Source: an optimization exercise on an open RTL-to-GDS flow (aim: small area and a short achievable clock period). Production flows keep margins and buffers that such runs may drop. Only simulation tests tie the RTL to the original design; equivalence was not proved.

==> inputs of run a <==
==> flow/design.v (excerpt) <==
module MPCA_top (
    input              clk,
    input      [127:0] packets,
    input       [11:0] channel_load,
    input        [8:0] channel_capacity,
    input       [63:0] KEY,
    output reg  [15:0] grant_channel
);
reg [127:0] packets_r;
reg  [11:0] channel_load_r;
reg   [8:0] channel_capacity_r;
reg  [63:0] KEY_r;
wire [15:0] grant_channel_w;
always @(posedge clk) begin
    packets_r          <= packets;
    channel_load_r     <= channel_load;
    channel_capacity_r <= channel_capacity;
    KEY_r              <= KEY;
    grant_channel      <= grant_channel_w;
end
MPCA u_mpca (
    .packets          (packets_r),
    .channel_load     (channel_load_r),
    .channel_capacity (channel_capacity_r),
    .KEY              (KEY_r),
    .grant_channel    (grant_channel_w)
);
endmodule
==> flow/config.mk <==
export PLATFORM = sky130hd
export DESIGN_NAME = MPCA_top
export DESIGN_NICKNAME = MPCA_top
export VERILOG_FILES = /design/flow/design.v
export SDC_FILE = /design/flow/constraint.sdc
export NUM_CORES = 4
export LEC_CHECK = 0
export ABC_AREA = 1
export CAP_MARGIN = 20
export CORE_MARGIN = 2
export CORE_UTILIZATION = 40
export SLEW_MARGIN = 20
==> flow/constraint.sdc <==
create_clock -name core_clock -period 55.0 [get_ports {clk}]
set_input_delay 11.0000 -clock core_clock [delete_from_list [all_inputs] [get_ports {clk}]]
set_output_delay 11.0000 -clock core_clock [all_outputs]
set_load 0.01 [all_outputs]
standard.sh (not shown) runs the stock make flow with config.mk's settings and CLKGATE_MAP_FILE= SYNTH_SCRIPT=/design/flow/synth_recipe.tcl, a recipe that flattens the netlist after the stock synthesis.
==> flow/flow/run.sh <==
#!/bin/bash
# The standard layout (standard.sh) with these changes to how it is made:
# - synthesis maps no full/half adder cells (ADDER_MAP_FILE empty), so ABC
#   maps all of the arbiter's logic itself, seeing whole paths; registers,
#   flattening and names are as in the standard synthesis;
# - every input and output port is still buffered, with the smallest buffer
#   (sky130_fd_sc_hd__buf_1) instead of the resizer's pick;
set -euo pipefail
export ADDER_MAP_FILE=
export BUFFER_PORTS_ARGS="-buffer_cell sky130_fd_sc_hd__buf_1"
export TNS_END_PERCENT=5
SETUP_SLACK_MARGIN=31.5 bash standard.sh cts > standard_to_cts.log 2>&1
SETUP_SLACK_MARGIN=30.5 bash standard.sh > standard_finish.log 2>&1
==> run b (differences from run a) <==
--- a/flow/design.v
+++ b/flow/design.v
@@ -226,20 +226,20 @@
 wire [1:0] v3 = fadd(v0[1], v1[1], v2[1]);
 wire [1:0] v4 = fadd(v1[0], v2[0], 1'b0);
 wire [1:0] v5 = fadd(v3[0], v4[1], 1'b0);
 wire [1:0] v6 = fadd(v3[1], v5[1], 1'b0);
 wire [3:0] nv = {v6[1], v6[0], v5[0], v4[0]};
 reg       vs [0:7];
-reg [2:0] pp [0:7];      
+reg [1:0] ps [0:7];
 always @(*) begin
     for (p = 0; p < 8; p = p + 1) begin
         vs[p] = (p == 0) ? |nv : (p < 4) ? (nv[3] | nv[2] | (p == 1 ? nv[1] : (p == 2 ? nv[1] & nv[0] : 1'b0))) :
                 (p < 7) ? (nv[3] | (nv[2] & (p == 4 ? (nv[1] | nv[0]) : (p == 5 ? nv[1] : nv[1] & nv[0])))) : nv[3];
-        pp[p] = 3'd0;
+        ps[p] = 2'd0;
         for (i = 0; i < 8; i = i + 1)
-            pp[p] = pp[p] | ({3{sel[8*p+i]}} & {pref[i] == 2'd2, pref[i] == 2'd1, pref[i] == 2'd0});
+            ps[p] = ps[p] | ({2{sel[8*p+i]}} & pref[i]);
     end
 end
 function [1:0] fa;   
     input [1:0] s;
     fa = {s[0], ~s[1] & ~s[0]};
 endfunction
@@ -262,37 +262,35 @@
         4: cgt = v[2] & (v[1] | v[0]);
         5: cgt = v[2] & v[1];
         default: cgt = &v;
     endcase
 endfunction
 reg [6:0] T [0:2];       
-reg [3:0] pv;            
-reg [3:0] P;             
-reg [3:0] S;             
-reg [2:0] A;             
-reg [2:0] F;             
-reg [2:0] G [0:7];       
-reg       hit, fbk;
+reg [1:0] pv;            
+reg [3:0] av;            
+reg [1:0] g [0:7];       
+reg [1:0] s;
+reg       found;
 always @(*) begin
     for (c = 0; c < 3; c = c + 1)
         for (j = 0; j < 7; j = j + 1)
             T[c][j] = cgt(channel_capacity[3*c +: 3], j);
-    pv = 4'b1000;
+    pv = 2'd3;
     for (p = 0; p < 8; p = p + 1) begin
-        A = {T[2][0], T[1][0], T[0][0]};
-        P = {~|pp[p], pp[p]};
-        S = pv[3] ? P : pv;
-        hit = |(P[2:0] & A);
-        F[0] = A[0] & (S[0] | (S[2] & ~A[2]) | (S[1] & ~A[1] & ~A[2]));
-        F[1] = A[1] & (S[1] | (S[0] & ~A[0]) | (S[2] & ~A[2] & ~A[0]) | (S[3] & ~A[2]));
-        F[2] = A[2] & (S[2] | (S[1] & ~A[1]) | (S[0] & ~A[0] & ~A[1]) | S[3]);
-        fbk = vs[p] & ~hit;
-        G[p] = vs[p] ? (hit ? (P[2:0] & A) : F) : 3'b000;
-        if (fbk) pv = (|F) ? {1'b0, S[1] | S[3], S[0], S[2]} : {1'b0, S[0], S[2] | S[3], S[1]};
+        av = {1'b0, T[2][0], T[1][0], T[0][0]};
+        s = (pv == 2'd3) ? ps[p] : pv;
+        found = av[s] | av[fa(s)] | av[fb(s)];
+        if (!vs[p])            g[p] = 2'd3;
+        else if (av[ps[p]])    g[p] = ps[p];
+        else if (av[s])        g[p] = s;
+        else if (av[fa(s)])    g[p] = fa(s);
+        else if (av[fb(s)])    g[p] = fb(s);
+        else                   g[p] = 2'd3;
+        if (vs[p] && !av[ps[p]]) pv = found ? fa(s) : fb(s);
         for (c = 0; c < 3; c = c + 1)
-            if (G[p][c]) T[c] = {1'b0, T[c][6:1]};
+            if (g[p] == c) T[c] = {1'b0, T[c][6:1]};
     end
 end
 function [10:0] fw;    
     input [3:0] L;
     case (L)
         4'd0: fw = {1'b0, 10'h380};
@@ -340,30 +338,30 @@
 reg [7:0] eqc;
 reg [1:0] a0, a1, a2, a3, a4, a5, a6;
 reg [3:0] cnt;
 reg [1:0] M;
 reg       g10, g01, g21, g12, g20, g02;
 reg       alleq;
-reg [2:0] gr [0:7];      
+reg [1:0] gr [0:7];      
 reg [7:0] el [0:2];      
 reg [7:0] cr [0:2];      
 reg       hs [0:2];
 reg [7:0] isc;
 reg       mv;
 reg [1:0] dest;
 reg [1:0] c1, c2;
 reg       cy;
 reg [15:0] gc;
 always @(*) begin
     for (i = 0; i < 8; i = i + 1) begin
-        gr[i] = 3'd0;
+        gr[i] = 2'd0;
         for (p = 0; p < 8; p = p + 1)
-            gr[i] = gr[i] | ({3{sel[8*p+i]}} & G[p]);
+            gr[i] = gr[i] | ({2{sel[8*p+i]}} & g[p]);
     end
     for (c = 0; c < 3; c = c + 1) begin
-        for (p = 0; p < 8; p = p + 1) eqc[p] = G[p][c];
+        for (p = 0; p < 8; p = p + 1) eqc[p] = (g[p] == c);
         a0 = fadd(eqc[0], eqc[1], eqc[2]);
         a1 = fadd(eqc[3], eqc[4], eqc[5]);
         a2 = fadd(eqc[6], eqc[7], a0[0]);
         a3 = fadd(a0[1], a1[1], a2[1]);
         a4 = fadd(a1[0], a2[0], 1'b0);
         a5 = fadd(a3[0], a4[1], 1'b0);
@@ -371,13 +369,13 @@
         cnt = {a6[1], a6[0], a5[0], a4[0]};
         cy = 1'b0;
         for (j = 0; j < 4; j = j + 1) begin
             {cy, nw[c][j]} = fadd(ld[c][j], cnt[j], cy);
         end
         nw[c][4] = cy;
-        for (i = 0; i < 8; i = i + 1) el[c][i] = gr[i][c] & ~fl[i][c];
+        for (i = 0; i < 8; i = i + 1) el[c][i] = (gr[i] == c) & ~fl[i][c];
         for (i = 0; i < 8; i = i + 1) begin
             cr[c][i] = el[c][i];
             for (j = 0; j < 8; j = j + 1)
                 if (j != i) cr[c][i] = cr[c][i] & (~el[c][j] | bf[8*j+i]);
         end
         hs[c] = |el[c];
@@ -391,13 +389,13 @@
     mv = hs[M] & ~alleq;
     c1 = fa(M); c2 = fb(M);
     if      (T[c1][0] && !(nw[c1][4] | &nw[c1][3:0])) dest = c1;
     else if (T[c2][0] && !(nw[c2][4] | &nw[c2][3:0])) dest = c2;
     else                                              dest = 2'd3;
     for (i = 0; i < 8; i = i + 1)
-        gc[2*i +: 2] = (mv & isc[i]) ? dest : {~gr[i][0] & ~gr[i][1], ~gr[i][0] & ~gr[i][2]};
+        gc[2*i +: 2] = (mv & isc[i]) ? dest : gr[i];
 end
 assign grant_channel = gc;
 endmodule
 module add16(input [15:0] a, input [15:0] b, input cin, output [15:0] s);
 wire [15:0] p = a ^ b;
 wire [15:0] g0;
--- a/flow/config.mk
+++ b/flow/config.mk
@@ -5,8 +5,9 @@
 export SDC_FILE = /design/flow/constraint.sdc
 export NUM_CORES = 4
 export LEC_CHECK = 0
 export ABC_AREA = 1
 export CAP_MARGIN = 20
 export CORE_MARGIN = 2
-export CORE_UTILIZATION = 40
+export CORE_UTILIZATION = 50
+export PLACE_DENSITY = 0.68
 export SLEW_MARGIN = 20
==> qor summary <==
| metric | run a | run b |
|---|---|---|
| Outcome | finished clean | finished clean |
| Critical path depth | 166 | 172 |
| Via density per instance | 5.53 | 5.75 |
| Routed metal-1 wire length | 104 mm | 76.1 mm |
| Initial Utilization | 40.2% | 50.6% |
| Worst slack on hold paths | 1210 ps | 1260 ps |
| Max Fanout on Critical Path | 20 | 12 |
| Fraction of layout instances using a drive strength above 1 | 13.3% | 17.0% |
| Data required time at the worst endpoint | 55560 ps | 55510 ps |
| Hold_sp | channel_load_r[7] | channel_load_r[11] |
| Die Footprint | 121000 um^2 | 97000 um^2 |
| Hold Path Sink | grant_channel[0] | grant_channel[8] |
| Post-route cell area | 51500 um^2 | 53500 um^2 |
| CP Capture Point | grant_channel[14] | grant_channel[3] |
| Cell variety after synth | 90 | 95 |
| Total Routed Length | 228 mm | 218 mm |
| Startpoint of the worst register-to-register path | KEY_r[12] | KEY_r[7] |
| Clock Buffer Count | 35 | 34 |

==> port drivers added, routing unchanged <==
The results above use ideal ports. As a check the final layouts listed here were re-extracted and re-timed, cells and wires unchanged. Step 1: set_driving_cell puts a clkbuf_16 on clk and a buf_2 on each other input, an assumption about the parent block. Step 2 also shifts input and output timing later by t, the mid clock arrival at the registers, as if the neighbouring blocks saw the same clock. Slacks: no drivers / after step 1 / after step 2; pairs: no drivers / after step 1.
run | t, ns | setup WS [ns] | worst setup path after step 2 | cell pins on the clock port's net
run a | 0.711 | 32.420 / 32.420 / 32.420 | register to register | 1
run b | 0.712 | 31.381 / 31.381 / 31.381 | register to register | 1
After both steps every run listed still meets setup and hold.
